Context: an optimization exercise on an open-source flow, tuned for small area. The choices shown serve that exercise and are no tape-out recipe.
At most, simulation tests tie the RTL to the original design; equivalence was not proved.
No activity file was given, so power comes from the tool's default toggle rates.

==> job 8192 <==
==> flow/design.v (excerpt) <==
module my_watch(clk, rst, key_reset, key_start_pause, key_display_stop,
    hex0, hex1, hex2, hex3, hex4, hex5
    );
    input clk, rst, key_reset, key_start_pause, key_display_stop;
    output [6:0] hex0, hex1, hex2, hex3, hex4, hex5;
    wire fire_r, fire_s, fire_d;
    debounce u_dr(.clk(clk), .rst(rst), .key(key_reset),        .fire(fire_r));
    debounce u_ds(.clk(clk), .rst(rst), .key(key_start_pause),  .fire(fire_s));
    debounce u_dd(.clk(clk), .rst(rst), .key(key_display_stop), .fire(fire_d));
    reg run, disp;
    reg [3:0] div;
    wire clr    = rst | fire_r;
    wire run_n  = ~rst & ((run & ~fire_r) ^ fire_s);
    wire disp_n = rst | ((disp | fire_r) ^ fire_d);
    wire load   = clr | disp_n;
    always @(posedge clk) begin
        run  <= run_n;
        disp <= disp_n;
    end
    wire div9 = div[3] & div[0];
    wire tick = run_n & div9 & ~clr;
    wire [3:0] div_inc = {div[3] & ~div[0] | div[2] & div[1] & div[0],
                          div[2] ^ (div[1] & div[0]),
                          ~div[3] & (div[1] ^ div[0]),
                          ~div[0]};
    always @(posedge clk)
        if (clr)        div <= {3'b000, run_n};
  ...
==> module my_watch, before the edit <==
module my_watch(clk, rst, key_reset, key_start_pause, key_display_stop,
    hex0, hex1, hex2, hex3, hex4, hex5
    );
    input clk, rst, key_reset, key_start_pause, key_display_stop;
    output [6:0] hex0, hex1, hex2, hex3, hex4, hex5;
    wire fire_r, fire_s, fire_d;
    debounce u_dr(.clk(clk), .rst(rst), .key(key_reset),        .fire(fire_r));
    debounce u_ds(.clk(clk), .rst(rst), .key(key_start_pause),  .fire(fire_s));
    debounce u_dd(.clk(clk), .rst(rst), .key(key_display_stop), .fire(fire_d));
    reg run, disp;
    reg [3:0] div;
    wire clr    = rst | fire_r;
    wire run_n  = ~rst & ((run & ~fire_r) ^ fire_s);
    wire disp_n = rst | ((disp | fire_r) ^ fire_d);
    wire load   = clr | disp_n;
    always @(posedge clk) begin
        run  <= run_n;
        disp <= disp_n;
    end
    wire div9 = div[3] & div[0];
    wire tick = run_n & div9 & ~clr;
    wire [3:0] div_inc = {div[3] & ~div[0] | div[2] & div[1] & div[0],
                          div[2] ^ (div[1] & div[0]),
                          ~div[3] & (div[1] ^ div[0]),
                          ~div[0]};
    always @(posedge clk)
        if (clr)        div <= {3'b000, run_n};
        else if (run_n) div <= div_inc;
    wire c0, c1, c2, c3, c4, c5;
    wire [3:0] ms_lo, ms_hi, s_lo, m_lo, m_hi;
    wire [2:0] s_hi;
    wire [3:0] ms_lo_n, ms_hi_n, s_lo_n, m_lo_n, m_hi_n;
    wire [2:0] s_hi_n;
    digit10 u_ms_lo(.clk(clk), .clr(clr), .en(tick), .q(ms_lo), .d(ms_lo_n), .co(c0));
    digit10 u_ms_hi(.clk(clk), .clr(clr), .en(c0),   .q(ms_hi), .d(ms_hi_n), .co(c1));
    digit10 u_s_lo (.clk(clk), .clr(clr), .en(c1),   .q(s_lo),  .d(s_lo_n),  .co(c2));
    digit6  u_s_hi (.clk(clk), .clr(clr), .en(c2),   .q(s_hi),  .d(s_hi_n),  .co(c3));
    digit10 u_m_lo (.clk(clk), .clr(clr), .en(c3),   .q(m_lo),  .d(m_lo_n),  .co(c4));
    digit10 u_m_hi (.clk(clk), .clr(clr), .en(c4),   .q(m_hi),  .d(m_hi_n),  .co(c5));
    reg [3:0] d_ms_lo, d_ms_hi, d_s_lo, d_m_lo, d_m_hi;
    reg [2:0] d_s_hi;
    always @(posedge clk)
        if (load) begin
            d_ms_lo <= ms_lo_n;
            d_ms_hi <= ms_hi_n;
            d_s_lo  <= s_lo_n;
            d_s_hi  <= s_hi_n;
            d_m_lo  <= m_lo_n;
            d_m_hi  <= m_hi_n;
        end
    seg10 LED8_minute_display_high(d_m_hi, hex5);
    seg10 LED8_minute_display_low(d_m_lo, hex4);
    seg6  LED8_second_display_high(d_s_hi, hex3);
    seg10 LED8_second_display_low(d_s_lo, hex2);
    seg10 LED8_msecond_display_high(d_ms_hi, hex1);
    seg10 LED8_msecond_display_low(d_ms_lo, hex0);
endmodule
==> module debounce, before the edit <==
module debounce(clk, rst, key, fire);
    input clk, rst, key;
    output fire;
    reg [7:0] s;
    wire idle = ~(s[0] | s[1] | s[2] | s[4] | s[5] | s[7]);
    wire term = ~s[7] & s[6] & ~s[5] & s[3] & ~s[2] & ~s[1] & ~s[0];
    wire fb   = s[7] ^ s[2];
    assign fire = term & key;
    always @(posedge clk)
        if (rst)       s <= 8'h00;
        else if (term) s <= {~key, 7'b0};
        else           s <= {s[6:0], fb | (idle & ~key)};
endmodule
==> module digit10, before the edit <==
module digit10(clk, clr, en, q, d, co);
    input clk, clr, en;
    output reg [3:0] q;
    output [3:0] d;
    output co;
    wire [3:0] inc = {q[3] & ~q[0] | q[2] & q[1] & q[0],
                      q[2] ^ (q[1] & q[0]),
                      ~q[3] & (q[1] ^ q[0]),
                      ~q[0]};
    assign co = en & q[3] & q[0];
    assign d = clr ? 4'd0 : en ? inc : q;
    always @(posedge clk) q <= d;
endmodule
==> module digit6, before the edit <==
module digit6(clk, clr, en, q, d, co);
    input clk, clr, en;
    output reg [2:0] q;
    output [2:0] d;
    output co;
    wire [2:0] inc = {q[2] ? ~q[0] : q[1] & q[0],
                      ~q[2] & (q[1] ^ q[0]),
                      ~q[0]};
    assign co = en & q[2] & q[0];
    assign d = clr ? 3'd0 : en ? inc : q;
    always @(posedge clk) q <= d;
endmodule
==> module seg10, before the edit <==
module seg10(d, s);
    input [3:0] d;
    output [6:0] s;
    wire one  = ~d[3] & ~d[2] & ~d[1] & d[0];
    wire four = d[2] & ~d[1] & ~d[0];
    assign s[0] = one | four;
    assign s[1] = d[2] & (d[1] ^ d[0]);
    assign s[2] = ~d[2] & d[1] & ~d[0];
    assign s[3] = one | four | d[2] & d[1] & d[0];
    assign s[4] = d[0] | d[2] & ~d[1];
    assign s[5] = d[1] & d[0] | ~d[3] & ~d[2] & (d[1] | d[0]);
    assign s[6] = ~d[3] & ~d[2] & ~d[1] | d[2] & d[1] & d[0];
endmodule
==> module seg6, before the edit <==
module seg6(d, s);
    input [2:0] d;
    output [6:0] s;
    wire one_four = ~d[2] & ~d[1] & d[0] | d[2] & ~d[0];
    assign s[0] = one_four;
    assign s[1] = d[2] & d[0];
    assign s[2] = d[1] & ~d[0];
    assign s[3] = one_four;
    assign s[4] = d[0] | d[2];
    assign s[5] = ~d[2] & (d[1] | d[0]);
    assign s[6] = ~d[2] & ~d[1];
endmodule
Settings: LEC_CHECK=0, CAP_MARGIN=20, CORE_MARGIN=2, CORE_UTILIZATION=40, SLEW_MARGIN=20; clock period 10.0 ns.
standard.sh (not shown) runs the stock make flow with config.mk's settings and CLKGATE_MAP_FILE= SYNTH_SCRIPT=/design/flow/synth_recipe.tcl, a recipe that flattens the netlist after the stock synthesis.
==> flow/flow/run.sh <==
#!/bin/bash
# Own layout flow: the standard ORFS flow with
#  - synthesis mapped by ABC with an area-oriented script (flow/abc_area.script),
#    all else in synthesis as standard.sh does it (same registers and names);
#  - port buffers of the smallest buffer cell;
#  - clock tree from small clock buffers without dummy loads.
# Each step's full output goes to a log file in the work folder.
set -euo pipefail
W=$(pwd)
rm -rf "$W/scripts_area"
cp -r "$FLOW_HOME/scripts" "$W/scripts_area"
cp "$W/flow/abc_area.script" "$W/scripts_area/abc_area.script"

bash standard.sh SCRIPTS_DIR="$W/scripts_area" ABC_AREA=1 synth > "$W/synth.log" 2>&1

bash standard.sh \
  BUFFER_PORTS_ARGS="-buffer_cell sky130_fd_sc_hd__buf_1" \
  CTS_ARGS="$(cat "$W/flow/cts_args")" \
  finish > "$W/layout.log" 2>&1
==> flow/flow/abc_area.script <==
strash
&get -n
&st
&dch
&nf -R 1000
&put
topo
==> flow/flow/cts_args <==
-sink_clustering_enable -repair_clock_nets -dont_use_dummy_load -buf_list {sky130_fd_sc_hd__clkbuf_4 sky130_fd_sc_hd__clkbuf_8} -root_buf sky130_fd_sc_hd__clkbuf_8
==> job 5246 (differences from job 8192) <==
--- a/flow/design.v
+++ b/flow/design.v
@@ -9,5 +9,4 @@
     debounce u_dd(.clk(clk), .rst(rst), .key(key_display_stop), .fire(fire_d));
     reg run, disp;
-    reg [3:0] div;
     wire clr    = rst | fire_r;
     wire run_n  = ~rst & ((run & ~fire_r) ^ fire_s);
@@ -18,12 +17,11 @@
         disp <= disp_n;
     end
-    wire div9 = div[3] & div[0];
-    wire tick = run_n & div9 & ~clr;
-    wire [3:0] div_inc = {div[3] & ~div[0] | div[2] & div[1] & div[0],
-                          div[2] ^ (div[1] & div[0]),
-                          ~div[3] & (div[1] ^ div[0]),
-                          ~div[0]};
+    reg [3:0] div;
+    localparam [15:0] DIV_I0 = 16'h0303, DIV_I1 = 16'hf0f0, DIV_I2 = 16'haaaa, DIV_I3 = 16'h00ff;
+    localparam [15:0] DIV_LAST = 16'h1100;
+    wire [3:0] div_inc = {DIV_I3[div], DIV_I2[div], DIV_I1[div], DIV_I0[div]};
+    wire tick = run_n & DIV_LAST[div] & ~clr;
     always @(posedge clk)
-        if (clr)        div <= {3'b000, run_n};
+        if (clr)        div <= run_n ? 4'd13 : 4'd1;
         else if (run_n) div <= div_inc;
     wire c0, c1, c2, c3, c4, c5;
@@ -59,5 +57,7 @@
     input clk, rst, key;
     output fire;
-    reg [7:0] s;
+    localparam [7:0] INV = 8'ha5;
+    reg  [7:0] p;
+    wire [7:0] s = p ^ INV;
     wire idle = ~(s[0] | s[1] | s[2] | s[4] | s[5] | s[7]);
     wire term = ~s[7] & s[6] & ~s[5] & s[3] & ~s[2] & ~s[1] & ~s[0];
@@ -65,7 +65,7 @@
     assign fire = term & key;
     always @(posedge clk)
-        if (rst)       s <= 8'h00;
-        else if (term) s <= {~key, 7'b0};
-        else           s <= {s[6:0], fb | (idle & ~key)};
+        if (rst)       p <= INV;
+        else if (term) p <= {~key, 7'b0} ^ INV;
+        else           p <= {s[6:0], fb | (idle & ~key)} ^ INV;
 endmodule
 module digit10(clk, clr, en, q, d, co);
@@ -74,10 +74,9 @@
     output [3:0] d;
     output co;
-    wire [3:0] inc = {q[3] & ~q[0] | q[2] & q[1] & q[0],
-                      q[2] ^ (q[1] & q[0]),
-                      ~q[3] & (q[1] ^ q[0]),
-                      ~q[0]};
-    assign co = en & q[3] & q[0];
-    assign d = clr ? 4'd0 : en ? inc : q;
+    localparam [15:0] I0 = 16'h9995, I1 = 16'h0afa, I2 = 16'hff00, I3 = 16'h5555;
+    localparam [15:0] LAST = 16'h8080;
+    wire [3:0] inc = {I3[q], I2[q], I1[q], I0[q]};
+    assign co = en & LAST[q];
+    assign d = clr ? 4'd3 : en ? inc : q;
     always @(posedge clk) q <= d;
 endmodule
@@ -87,9 +86,9 @@
     output [2:0] d;
     output co;
-    wire [2:0] inc = {q[2] ? ~q[0] : q[1] & q[0],
-                      ~q[2] & (q[1] ^ q[0]),
-                      ~q[0]};
-    assign co = en & q[2] & q[0];
-    assign d = clr ? 3'd0 : en ? inc : q;
+    localparam [7:0] I0 = 8'h5f, I1 = 8'h33, I2 = 8'haa;
+    localparam [7:0] LAST = 8'h03;
+    wire [2:0] inc = {I2[q], I1[q], I0[q]};
+    assign co = en & LAST[q];
+    assign d = clr ? 3'd7 : en ? inc : q;
     always @(posedge clk) q <= d;
 endmodule
@@ -97,24 +96,13 @@
     input [3:0] d;
     output [6:0] s;
-    wire one  = ~d[3] & ~d[2] & ~d[1] & d[0];
-    wire four = d[2] & ~d[1] & ~d[0];
-    assign s[0] = one | four;
-    assign s[1] = d[2] & (d[1] ^ d[0]);
-    assign s[2] = ~d[2] & d[1] & ~d[0];
-    assign s[3] = one | four | d[2] & d[1] & d[0];
-    assign s[4] = d[0] | d[2] & ~d[1];
-    assign s[5] = d[1] & d[0] | ~d[3] & ~d[2] & (d[1] | d[0]);
-    assign s[6] = ~d[3] & ~d[2] & ~d[1] | d[2] & d[1] & d[0];
+    localparam [15:0] S0 = 16'h0505, S1 = 16'hf000, S2 = 16'h0303, S3 = 16'h0537,
+                      S4 = 16'hd5d5, S5 = 16'h0357, S6 = 16'h003f;
+    assign s = {S6[d], S5[d], S4[d], S3[d], S2[d], S1[d], S0[d]};
 endmodule
 module seg6(d, s);
     input [2:0] d;
     output [6:0] s;
-    wire one_four = ~d[2] & ~d[1] & d[0] | d[2] & ~d[0];
-    assign s[0] = one_four;
-    assign s[1] = d[2] & d[0];
-    assign s[2] = d[1] & ~d[0];
-    assign s[3] = one_four;
-    assign s[4] = d[0] | d[2];
-    assign s[5] = ~d[2] & (d[1] | d[0]);
-    assign s[6] = ~d[2] & ~d[1];
+    localparam [7:0] S0 = 8'h55, S1 = 8'h03, S2 = 8'h0c, S3 = 8'h55,
+                     S4 = 8'h77, S5 = 8'h3c, S6 = 8'h91;
+    assign s = {S6[d], S5[d], S4[d], S3[d], S2[d], S1[d], S0[d]};
 endmodule
==> flow/flow/run.sh (replaced) <==
#!/bin/bash
# Own layout flow: the standard ORFS flow (standard.sh) with
#  - synthesis mapped by ABC with an area-oriented script (flow/abc_area.script)
#    and without the adder extraction; everything else in synthesis is as
#    standard.sh does it (same registers, names and flattening);
#  - port buffers of the smallest buffer cell;
#  - a clock tree built with the options in flow/cts_args (no dummy loads).
# Each step's full output goes to a log file in the work folder.
set -euo pipefail
W=$(pwd)
rm -rf "$W/scripts_area"
cp -r "$FLOW_HOME/scripts" "$W/scripts_area"
cp "$W/flow/abc_area.script" "$W/scripts_area/abc_area.script"

bash standard.sh SCRIPTS_DIR="$W/scripts_area" ABC_AREA=1 ADDER_MAP_FILE= synth > "$W/synth.log" 2>&1

bash standard.sh \
  BUFFER_PORTS_ARGS="-buffer_cell sky130_fd_sc_hd__buf_1" \
  CTS_ARGS="$(cat "$W/flow/cts_args")" \
  finish > "$W/layout.log" 2>&1
==> flow/flow/abc_area.script (replaced) <==
strash
&get -n
&st
&dch -f
&nf -R 1000
&put
&get -n
&st
&dch -f
&nf -R 1000
&put
topo
==> flow/flow/cts_args (replaced) <==
-sink_clustering_enable -repair_clock_nets -dont_use_dummy_load -buf_list {sky130_fd_sc_hd__clkbuf_4} -root_buf sky130_fd_sc_hd__clkbuf_4
Settings changed: CORE_UTILIZATION 40 to 65.
==> notes <==
Job 5246 ran to the end with no violations. Job 8192 finished with timing, DRC and antenna clean. In job 5246 the worst setup slack is worse than in job 8192, by 0.45 ns. Of job 5246 and job 8192, job 8192 has the higher total power (gap 9.0%, measured against job 8192). Against job 8192, the critical path depth of job 5246 is higher by 1. In job 8192 the die area is higher than in job 5246, by 78%.
Only the layout flow was run in job 8192; the RTL was not checked for function there.

## port drivers added, routing unchanged
The results above use ideal ports. As a check the final layouts listed here were re-extracted and re-timed, cells and wires unchanged.
Step 1: set_driving_cell puts a clkbuf_16 on clk and a buf_2 on each other input, an assumption about the parent block.
Step 2 also shifts input and output timing later by t, the mid clock arrival at the registers, as if the neighbouring blocks saw the same clock.
a / b / c = ideal / step 1 / step 2; a / b = the first two.
run	t (ns)	setup WS [ns]	worst hold slack (ns)	worst setup path at the end
job 8192	0.358	4.531 / 4.540 / 4.182	0.453 / 0.453 / 0.453	input to register
job 5246	0.411	4.085 / 4.090 / 3.679	0.379 / 0.379 / 0.379	input to register
After both steps setup and hold are still met in every run listed. The setup slack of job 5246, which loses most, moves by +0.005 ns with the drivers and by -0.406 ns with both steps.
